This design comes from an exercise in tuning for small area on the open sky130 flow, not from production work. At most, simulation tests tie the RTL to the original design; equivalence was not proved. Power figures rest on the tool's default switching activity, not on a simulated workload.

oak:
==> flow/design.v <==
module RISC (destinoWrWB,escribir,PCsrc,result,PCoutMEM,NReset,clk,alu_outMEM,WriteDataInMEM,datoMemOut,InstruccionIn,PCinIF,MemWriteInMEM);
  input  [31:0] datoMemOut,InstruccionIn;
  input         NReset,clk;
  output        escribir,PCsrc,MemWriteInMEM;
  output [3:0]  destinoWrWB;
  output [31:0] result,PCoutMEM,alu_outMEM,PCinIF,WriteDataInMEM;
  reg [31:0] pc;                  
  reg [3:0]  opD;                 
  reg [27:0] insD;                
  reg [11:0] extD;                
  reg [3:0]  opE;                 
  reg [27:0] insE;
  reg [11:0] extE;
  reg [31:0] aluM;                
  reg [31:0] xM;                  
  reg        jumpM,brJM,brEqM,brNeM,memwM,regwM,ldM;
  reg [3:0]  dstM;
  reg [31:0] resW;                
  reg        wrW;
  reg [3:0]  dstW;
  reg [31:0]  rf [0:15];          
  reg [15:0]  rfv;                
  reg [3:0]   raE, rbE;           
  wire zeroM  = ~|aluM;
  wire pcsrcM = brJM | (brEqM & zeroM) | (brNeM & ~zeroM);
  wire [31:0] pc1 = pc + 32'd1;
  wire [16:0] im  = InstruccionIn[16:0];
  wire [16:0] tp  = pc[16:0] ^ im;
  wire [16:0] tg  = pc[16:0] & im;
  wire [16:0] ts0, tsm;
  wire [4:0]  tbc;
  assign tbc[0] = 1'b1;
  genvar tk, tj;
  generate
    for (tk = 0; tk < 4; tk = tk + 1) begin : TBLK
      localparam integer LO = 4*tk;
      localparam integer W  = (tk == 3) ? 5 : 4;
      wire [W:0] cc;
      wire [W:0] t;
      assign cc[0] = (tk == 0) ? 1'b1 : 1'b0;
      assign t[0]  = (tk == 0) ? 1'b0 : tbc[tk];
      for (tj = 0; tj < W; tj = tj + 1) begin : TBIT
        assign ts0[LO+tj] = tp[LO+tj] ^ cc[tj];
        assign cc[tj+1]   = tg[LO+tj] | (cc[tj] & tp[LO+tj]);
        assign tsm[LO+tj] = ts0[LO+tj] ^ t[tj];
        assign t[tj+1]    = t[tj] & ts0[LO+tj];
      end
      if (tk == 0) begin : C0
        assign tbc[tk+1] = cc[W];
      end else begin : CK
        assign tbc[tk+1] = cc[W] | (tbc[tk] & (&ts0[LO+W-1:LO]));
      end
    end
  endgenerate
  wire        tinc = tbc[4] & ~im[16];
  wire        tdec = ~tbc[4] & im[16];
  wire [15:0] pa, pb;
  assign pa[0] = 1'b1;
  assign pb[0] = 1'b1;
  generate
    for (tk = 0; tk < 15; tk = tk + 1) begin : THI
      assign pa[tk+1] = pa[tk] & pc[17+tk];
      assign pb[tk+1] = pb[tk] & ~pc[17+tk];
    end
  endgenerate
  wire [31:0] tgtF = {pc[31:17] ^ ({15{tinc}} & pa[14:0]) ^ ({15{tdec}} & pb[14:0]), tsm};
  wire        brF  = ~InstruccionIn[31];
  assign PCinIF   = pc;
  assign PCsrc    = pcsrcM;
  wire jumpMn = ~jumpM;
  mux32 mPCo (.s(jumpM), .sn(jumpMn), .a(aluM), .b(xM), .y(PCoutMEM));
  wire [31:0] pcN;
  wire pcsrcMn = ~pcsrcM;
  mux32 mPC (.s(pcsrcM), .sn(pcsrcMn), .a(PCoutMEM), .b(pc1), .y(pcN));
  always @(posedge clk or negedge NReset)
    if (!NReset) pc <= 32'd0;
    else         pc <= pcN;
  always @(posedge clk or negedge NReset)
    if (!NReset) begin
      opD <= 4'b1100;
      opE <= 4'b1100;
    end else begin
      opD <= InstruccionIn[31:28];
      opE <= opD;
    end
  wire       isStD = (opD == 4'b1011);
  wire       isJiD = (opD == 4'b1110);
  wire [3:0] aA = (isStD | isJiD) ? insD[27:24] : insD[23:20];
  wire [3:0] aB = isStD ? insD[23:20] : (opD[3] ? insD[16:13] : insD[27:24]);
  wire [15:0] rfvN = rfv | ({15'd0, wrW} << dstW);
  always @(posedge clk) begin
    insD <= {InstruccionIn[27:20], brF ? tgtF[19:0] : InstruccionIn[19:0]};
    extD <= tgtF[31:20];
    insE <= insD;
    extE <= extD;
    raE  <= aA;
    rbE  <= aB;
  end
  wire [3:0] rd = insE[27:24];
  wire isSt  = (opE == 4'b1011);
  wire isJi  = (opE == 4'b1110);
  wire [15:0] selA, selB;
  regsel dA (.a(raE), .v(rfv), .sel(selA));
  regsel dB (.a(rbE), .v(rfv), .sel(selB));
  wire [31:0] A, B;
  genvar q;
  generate
    for (q = 0; q < 32; q = q + 1) begin : RD
      wire [15:0] col;
      genvar r2;
      for (r2 = 0; r2 < 16; r2 = r2 + 1) begin : C
        assign col[r2] = rf[r2][q];
      end
      rdbit pa (.sel(selA), .d(col), .y(A[q]));
      rdbit pb (.sel(selB), .d(col), .y(B[q]));
    end
  endgenerate
  wire [31:0] imm17 = {{15{insE[16]}}, insE[16:0]};
  wire [31:0] imm   = isJi ? {{12{insE[19]}}, insE[19:0]} : imm17;
  wire useImm = opE[3] & ~(opE[2:0] == 3'b000) & ~(opE[2:0] == 3'b111);
  wire [31:0] d2;
  wire useImmn = ~useImm;
  mux32 mD2 (.s(useImm), .sn(useImmn), .a(imm), .b(B), .y(d2));
  reg [2:0] funct;
  always @(*)
    case (opE[3:1])
      3'b100:        funct = insE[19:17];
      3'b101, 3'b111: funct = 3'b001;
      3'b110:        funct = 3'b000;
      default:       funct = 3'b010;
    endcase
  wire sub = (funct == 3'b010);
  wire fS  = (funct == 3'b001) | sub;                  
  wire fP  = (funct == 3'b110) | (funct == 3'b100);    
  wire fG  = (funct == 3'b011) | (funct == 3'b100);    
  wire fN  = (funct == 3'b101);                        
  wire [31:0] bx = d2 ^ {32{sub}};
  wire [31:0] p  = A ^ bx;
  wire [31:0] g  = A & bx;
  wire [31:0] s0, sm;
  wire [8:0]  bc;                 
  assign bc[0] = sub;
  genvar k, j;
  generate
    for (k = 0; k < 8; k = k + 1) begin : BLK
      wire [4:0] cc;              
      wire [4:0] t;               
      assign cc[0] = (k == 0) ? sub : 1'b0;
      assign t[0]  = (k == 0) ? 1'b0 : bc[k];
      for (j = 0; j < 4; j = j + 1) begin : BIT
        assign s0[4*k+j] = p[4*k+j] ^ cc[j];
        assign cc[j+1]   = g[4*k+j] | (cc[j] & p[4*k+j]);
        assign sm[4*k+j] = s0[4*k+j] ^ t[j];
        assign t[j+1]    = t[j] & s0[4*k+j];
      end
      if (k == 0) begin : C0
        assign bc[k+1] = cc[4];
      end else begin : CK
        assign bc[k+1] = cc[4] | (bc[k] & (&s0[4*k+3:4*k]));
      end
    end
  endgenerate
  wire [31:0] alu = ({32{fS}} & sm) | ({32{fP}} & p) | ({32{fG}} & g) | ({32{fN}} & ~A);
  wire brJ  = opE[3] & (opE[2:1] == 2'b11);
  wire brEq = ~opE[3] & (opE[2:1] == 2'b11);
  wire brNe = ~opE[3] & (opE[2:1] != 2'b11) & (opE[2:1] != 2'b00);
  wire [31:0] target = {extE, insE[19:0]};
  always @(posedge clk or negedge NReset)
    if (!NReset) begin
      brJM   <= 1'b0;
      brEqM  <= 1'b0;
      brNeM  <= 1'b0;
      memwM  <= 1'b0;
      regwM  <= 1'b0;
    end else begin
      brJM   <= brJ;
      brEqM  <= brEq;
      brNeM  <= brNe;
      memwM  <= isSt;
      regwM  <= (opE[3:2] == 2'b10) & (opE[1:0] != 2'b11);
    end
  wire [31:0] xMN;
  wire opE3n = ~opE[3];
  mux32 mXM (.s(opE[3]), .sn(opE3n), .a(B), .b(target), .y(xMN));
  always @(posedge clk) begin
    aluM  <= alu;
    xM    <= xMN;
    jumpM <= opE[3];
    ldM   <= (opE == 4'b1010);
    dstM  <= rd;
  end
  assign alu_outMEM     = aluM;
  assign MemWriteInMEM  = memwM;
  assign WriteDataInMEM = xM;
  always @(posedge clk or negedge NReset)
    if (!NReset) wrW <= 1'b0;
    else         wrW <= regwM;
  wire [31:0] resN;
  wire ldMn = ~ldM;
  mux32 mRes (.s(ldM), .sn(ldMn), .a(datoMemOut), .b(aluM), .y(resN));
  always @(posedge clk) begin
    resW <= resN;
    dstW <= dstM;
  end
  assign escribir    = wrW;
  assign destinoWrWB = dstW;
  assign result      = resW;
  genvar r;
  generate
    for (r = 0; r < 16; r = r + 1) begin : RF
      always @(posedge clk)
        if (wrW && dstW == r) rf[r] <= resW;
    end
  endgenerate
  always @(posedge clk or negedge NReset)
    if (!NReset) rfv <= 16'd0;
    else         rfv <= rfvN;
endmodule
module regsel (a, v, sel);
  input  [3:0]  a;
  input  [15:0] v;
  output [15:0] sel;
  assign sel = (16'd1 << a) & v;
endmodule
module rdbit (sel, d, y);
  input  [15:0] sel, d;
  output        y;
  wire   [5:0]  n;
  aoi222 g0 (.a1(sel[0]),  .a2(d[0]),  .b1(sel[1]),  .b2(d[1]),  .c1(sel[2]),  .c2(d[2]),  .y(n[0]));
  aoi222 g1 (.a1(sel[3]),  .a2(d[3]),  .b1(sel[4]),  .b2(d[4]),  .c1(sel[5]),  .c2(d[5]),  .y(n[1]));
  aoi222 g2 (.a1(sel[6]),  .a2(d[6]),  .b1(sel[7]),  .b2(d[7]),  .c1(sel[8]),  .c2(d[8]),  .y(n[2]));
  aoi222 g3 (.a1(sel[9]),  .a2(d[9]),  .b1(sel[10]), .b2(d[10]), .c1(sel[11]), .c2(d[11]), .y(n[3]));
  aoi222 g4 (.a1(sel[12]), .a2(d[12]), .b1(sel[13]), .b2(d[13]), .c1(sel[14]), .c2(d[14]), .y(n[4]));
  assign n[5] = ~(sel[15] & d[15]);
  assign y = ~(n[0] & n[1] & n[2]) | ~(n[3] & n[4] & n[5]);
endmodule
module aoi222 (a1, a2, b1, b2, c1, c2, y);
  input  a1, a2, b1, b2, c1, c2;
  output y;
  assign y = ~((a1 & a2) | (b1 & b2) | (c1 & c2));
endmodule
module mux32 (s, sn, a, b, y);
  input         s, sn;
  input  [31:0] a, b;
  output [31:0] y;
  genvar i;
  generate
    for (i = 0; i < 32; i = i + 1) begin : M
      ao22 g (.a1(s), .a2(a[i]), .b1(sn), .b2(b[i]), .y(y[i]));
    end
  endgenerate
endmodule
module ao22 (a1, a2, b1, b2, y);
  input  a1, a2, b1, b2;
  output y;
  assign y = (a1 & a2) | (b1 & b2);
endmodule
Settings: LEC_CHECK=0, CAP_MARGIN=20, CORE_MARGIN=2, CORE_UTILIZATION=70, SLEW_MARGIN=20, SYNTH_HIERARCHICAL=1, SYNTH_MINIMUM_KEEP_SIZE=0; clock period 8.0 ns.
standard.sh (not shown) runs the stock make flow with config.mk's settings and CLKGATE_MAP_FILE= SYNTH_SCRIPT=/design/flow/synth_recipe.tcl, a recipe that flattens the netlist after the stock synthesis.
==> flow/flow/run.sh <==
#!/bin/bash
# Own flow: the standard layout (standard.sh), with two changes:
#  - the port buffers use the smallest buffer cell (buf_1) instead of the one
#    buffer_ports picks by default;
#  - clock tree synthesis clusters more sinks per leaf buffer and adds no dummy loads.
# Each tool's output goes to the ORFS logs; standard.sh's output to standard.log.
set -e
export BUFFER_PORTS_ARGS="-buffer_cell sky130_fd_sc_hd__buf_1"
export CTS_ARGS="-sink_clustering_enable -repair_clock_nets -dont_use_dummy_load -sink_clustering_size 35 -sink_clustering_max_diameter 70"
bash standard.sh > standard.log 2>&1
## Diff of input files: pine against oak
--- a/flow/design.v
+++ b/flow/design.v
@@ -12,9 +12,9 @@
   reg [27:0] insE;
   reg [11:0] extE;
   reg [31:0] aluM;                
   reg [31:0] xM;                  
-  reg        jumpM,brJM,brEqM,brNeM,memwM,regwM,ldM;
+  reg        brJM,brEqM,brNeM,memwM,regwM,ldM;
   reg [3:0]  dstM;
   reg [31:0] resW;                
   reg        wrW;
   reg [3:0]  dstW;
@@ -22,9 +22,18 @@
   reg [15:0]  rfv;                
   reg [3:0]   raE, rbE;           
   wire zeroM  = ~|aluM;
   wire pcsrcM = brJM | (brEqM & zeroM) | (brNeM & ~zeroM);
-  wire [31:0] pc1 = pc + 32'd1;
+  wire [32:0] ic;
+  wire [31:0] pc1;
+  assign ic[0] = 1'b1;
+  genvar ik;
+  generate
+    for (ik = 0; ik < 32; ik = ik + 1) begin : INC
+      assign pc1[ik]  = pc[ik] ^ ic[ik];
+      assign ic[ik+1] = pc[ik] & ic[ik];
+    end
+  endgenerate
   wire [16:0] im  = InstruccionIn[16:0];
   wire [16:0] tp  = pc[16:0] ^ im;
   wire [16:0] tg  = pc[16:0] & im;
   wire [16:0] ts0, tsm;
@@ -66,10 +75,10 @@
   wire [31:0] tgtF = {pc[31:17] ^ ({15{tinc}} & pa[14:0]) ^ ({15{tdec}} & pb[14:0]), tsm};
   wire        brF  = ~InstruccionIn[31];
   assign PCinIF   = pc;
   assign PCsrc    = pcsrcM;
-  wire jumpMn = ~jumpM;
-  mux32 mPCo (.s(jumpM), .sn(jumpMn), .a(aluM), .b(xM), .y(PCoutMEM));
+  wire brJMn = ~brJM;
+  mux32 mPCo (.s(brJM), .sn(brJMn), .a(aluM), .b(xM), .y(PCoutMEM));
   wire [31:0] pcN;
   wire pcsrcMn = ~pcsrcM;
   mux32 mPC (.s(pcsrcM), .sn(pcsrcMn), .a(PCoutMEM), .b(pc1), .y(pcN));
   always @(posedge clk or negedge NReset)
@@ -184,9 +193,8 @@
   mux32 mXM (.s(opE[3]), .sn(opE3n), .a(B), .b(target), .y(xMN));
   always @(posedge clk) begin
     aluM  <= alu;
     xM    <= xMN;
-    jumpM <= opE[3];
     ldM   <= (opE == 4'b1010);
     dstM  <= rd;
   end
   assign alu_outMEM     = aluM;
==> run summary <==
Relative to oak, worst endpoint data arrival time has increased by 0.06 ns in pine. Worst slack at placement on pine is behind oak. pine | status: complete | timing, DRC, antenna: pass. Min routed length on met2 across oak and pine: oak. Diff oak -> pine: count of distinct cell types in the synthesized netlist saw a decrease; path length in cells of the critical path went up 1; count of non-CTS buffers in the layout saw an increase. Total chip power: lower on pine. Diff oak -> pine: internal power contribution down 0.11 mW; share of synthesized cell area in full adder, half adder and majority cells up 1.2 points; CTS buffer count down 1; setup slack down 0.082 ns; core utilization of the finished layout down 0.28 points. On pine: global-route usage is 0.37 points higher than what oak gave.

========
RTL: the design.v shown in full above, as it stands there.
Settings: LEC_CHECK=0, CAP_MARGIN=20, CORE_MARGIN=2, CORE_UTILIZATION=60, SLEW_MARGIN=20, SYNTH_HIERARCHICAL=1, SYNTH_MINIMUM_KEEP_SIZE=0; clock period 8.0 ns.
Scripts as last shown in full above: flow/flow/run.sh
Next try:
--- a/flow/design.v
+++ b/flow/design.v
@@ -11,18 +11,17 @@
   reg [3:0]  opE;                 
   reg [27:0] insE;
   reg [11:0] extE;
   reg [31:0] aluM;                
   reg [31:0] xM;                  
-  reg        jumpM,brJM,brEqM,brNeM,memwM,regwM,ldM;
+  reg        brJM,brEqM,brNeM,memwM,regwM,ldM;
   reg [3:0]  dstM;
   reg [31:0] resW;                
   reg        wrW;
   reg [3:0]  dstW;
   reg [31:0]  rf [0:15];          
   reg [15:0]  rfv;                
-  reg [3:0]   raE, rbE;           
   wire zeroM  = ~|aluM;
   wire pcsrcM = brJM | (brEqM & zeroM) | (brNeM & ~zeroM);
   wire [31:0] pc1 = pc + 32'd1;
   wire [16:0] im  = InstruccionIn[16:0];
   wire [16:0] tp  = pc[16:0] ^ im;
@@ -65,12 +64,12 @@
   endgenerate
   wire [31:0] tgtF = {pc[31:17] ^ ({15{tinc}} & pa[14:0]) ^ ({15{tdec}} & pb[14:0]), tsm};
   wire        brF  = ~InstruccionIn[31];
   assign PCinIF   = pc;
   assign PCsrc    = pcsrcM;
-  wire jumpMn = ~jumpM;
-  mux32 mPCo (.s(jumpM), .sn(jumpMn), .a(aluM), .b(xM), .y(PCoutMEM));
+  wire brJMn = ~brJM;
+  mux32 mPCo (.s(brJM), .sn(brJMn), .a(aluM), .b(xM), .y(PCoutMEM));
   wire [31:0] pcN;
   wire pcsrcMn = ~pcsrcM;
   mux32 mPC (.s(pcsrcM), .sn(pcsrcMn), .a(PCoutMEM), .b(pc1), .y(pcN));
   always @(posedge clk or negedge NReset)
     if (!NReset) pc <= 32'd0;
@@ -81,29 +80,25 @@
       opE <= 4'b1100;
     end else begin
       opD <= InstruccionIn[31:28];
       opE <= opD;
     end
-  wire       isStD = (opD == 4'b1011);
-  wire       isJiD = (opD == 4'b1110);
-  wire [3:0] aA = (isStD | isJiD) ? insD[27:24] : insD[23:20];
-  wire [3:0] aB = isStD ? insD[23:20] : (opD[3] ? insD[16:13] : insD[27:24]);
   wire [15:0] rfvN = rfv | ({15'd0, wrW} << dstW);
   always @(posedge clk) begin
     insD <= {InstruccionIn[27:20], brF ? tgtF[19:0] : InstruccionIn[19:0]};
     extD <= tgtF[31:20];
     insE <= insD;
     extE <= extD;
-    raE  <= aA;
-    rbE  <= aB;
   end
   wire [3:0] rd = insE[27:24];
   wire isSt  = (opE == 4'b1011);
   wire isJi  = (opE == 4'b1110);
+  wire [3:0] aA = (isSt | isJi) ? rd : insE[23:20];
+  wire [3:0] aB = isSt ? insE[23:20] : (opE[3] ? insE[16:13] : rd);
   wire [15:0] selA, selB;
-  regsel dA (.a(raE), .v(rfv), .sel(selA));
-  regsel dB (.a(rbE), .v(rfv), .sel(selB));
+  regsel dA (.a(aA), .v(rfv), .sel(selA));
+  regsel dB (.a(aB), .v(rfv), .sel(selB));
   wire [31:0] A, B;
   genvar q;
   generate
     for (q = 0; q < 32; q = q + 1) begin : RD
       wire [15:0] col;
@@ -183,11 +178,10 @@
   wire opE3n = ~opE[3];
   mux32 mXM (.s(opE[3]), .sn(opE3n), .a(B), .b(target), .y(xMN));
   always @(posedge clk) begin
     aluM  <= alu;
     xM    <= xMN;
-    jumpM <= opE[3];
     ldM   <= (opE == 4'b1010);
     dstM  <= rd;
   end
   assign alu_outMEM     = aluM;
   assign MemWriteInMEM  = memwM;
Effect: The new run ran to the end with no violations. Hold slack gets worse by 0.018 ns. Utilization rose by 0.72 points. Final area fell by about 0.33%. Routed wire length rose by about 2.5%. Worst setup slack gets worse by 0.93 ns. Critical path depth rose by 1. Via count rose by 1.3%. Final cell count stays flat. Sequential share of layout area barely changes. Total power fell by 1.3%. Sequential power stays flat.
For the second run of this note, only the layout was checked, not whether the RTL still works.

[static timing again, ports no longer ideal]
Ports are ideal in the flow. The routed layouts listed here were re-timed in OpenROAD.
Step 1 sets driving cells, clkbuf_16 on the clock port and buf_2 on the other inputs (assumed; they add their load-dependent delay and slew).
Step 2 adds t to the input delays and takes it off the output delays; t is the mean of the earliest and latest rising clock arrival at the registers after step 1. Input paths then give back, and output paths get back, about the clock's delay inside the block.
a / b / c = no drivers / after step 1 / after step 2; a / b = the first two.
run | shift t [ns] | setup WS [ns] | worst setup path after step 2
oak | 0.643 | 1.341 / 1.341 / 1.341 | register to register
pine | 0.643 | 1.259 / 1.259 / 1.259 | register to register
the first run of note 2 | 0.664 | 1.343 / 1.343 / 1.343 | register to register
the second run of note 2 | 0.652 | 0.410 / 0.410 / 0.410 | register to register
After both steps every run listed still meets setup and hold.
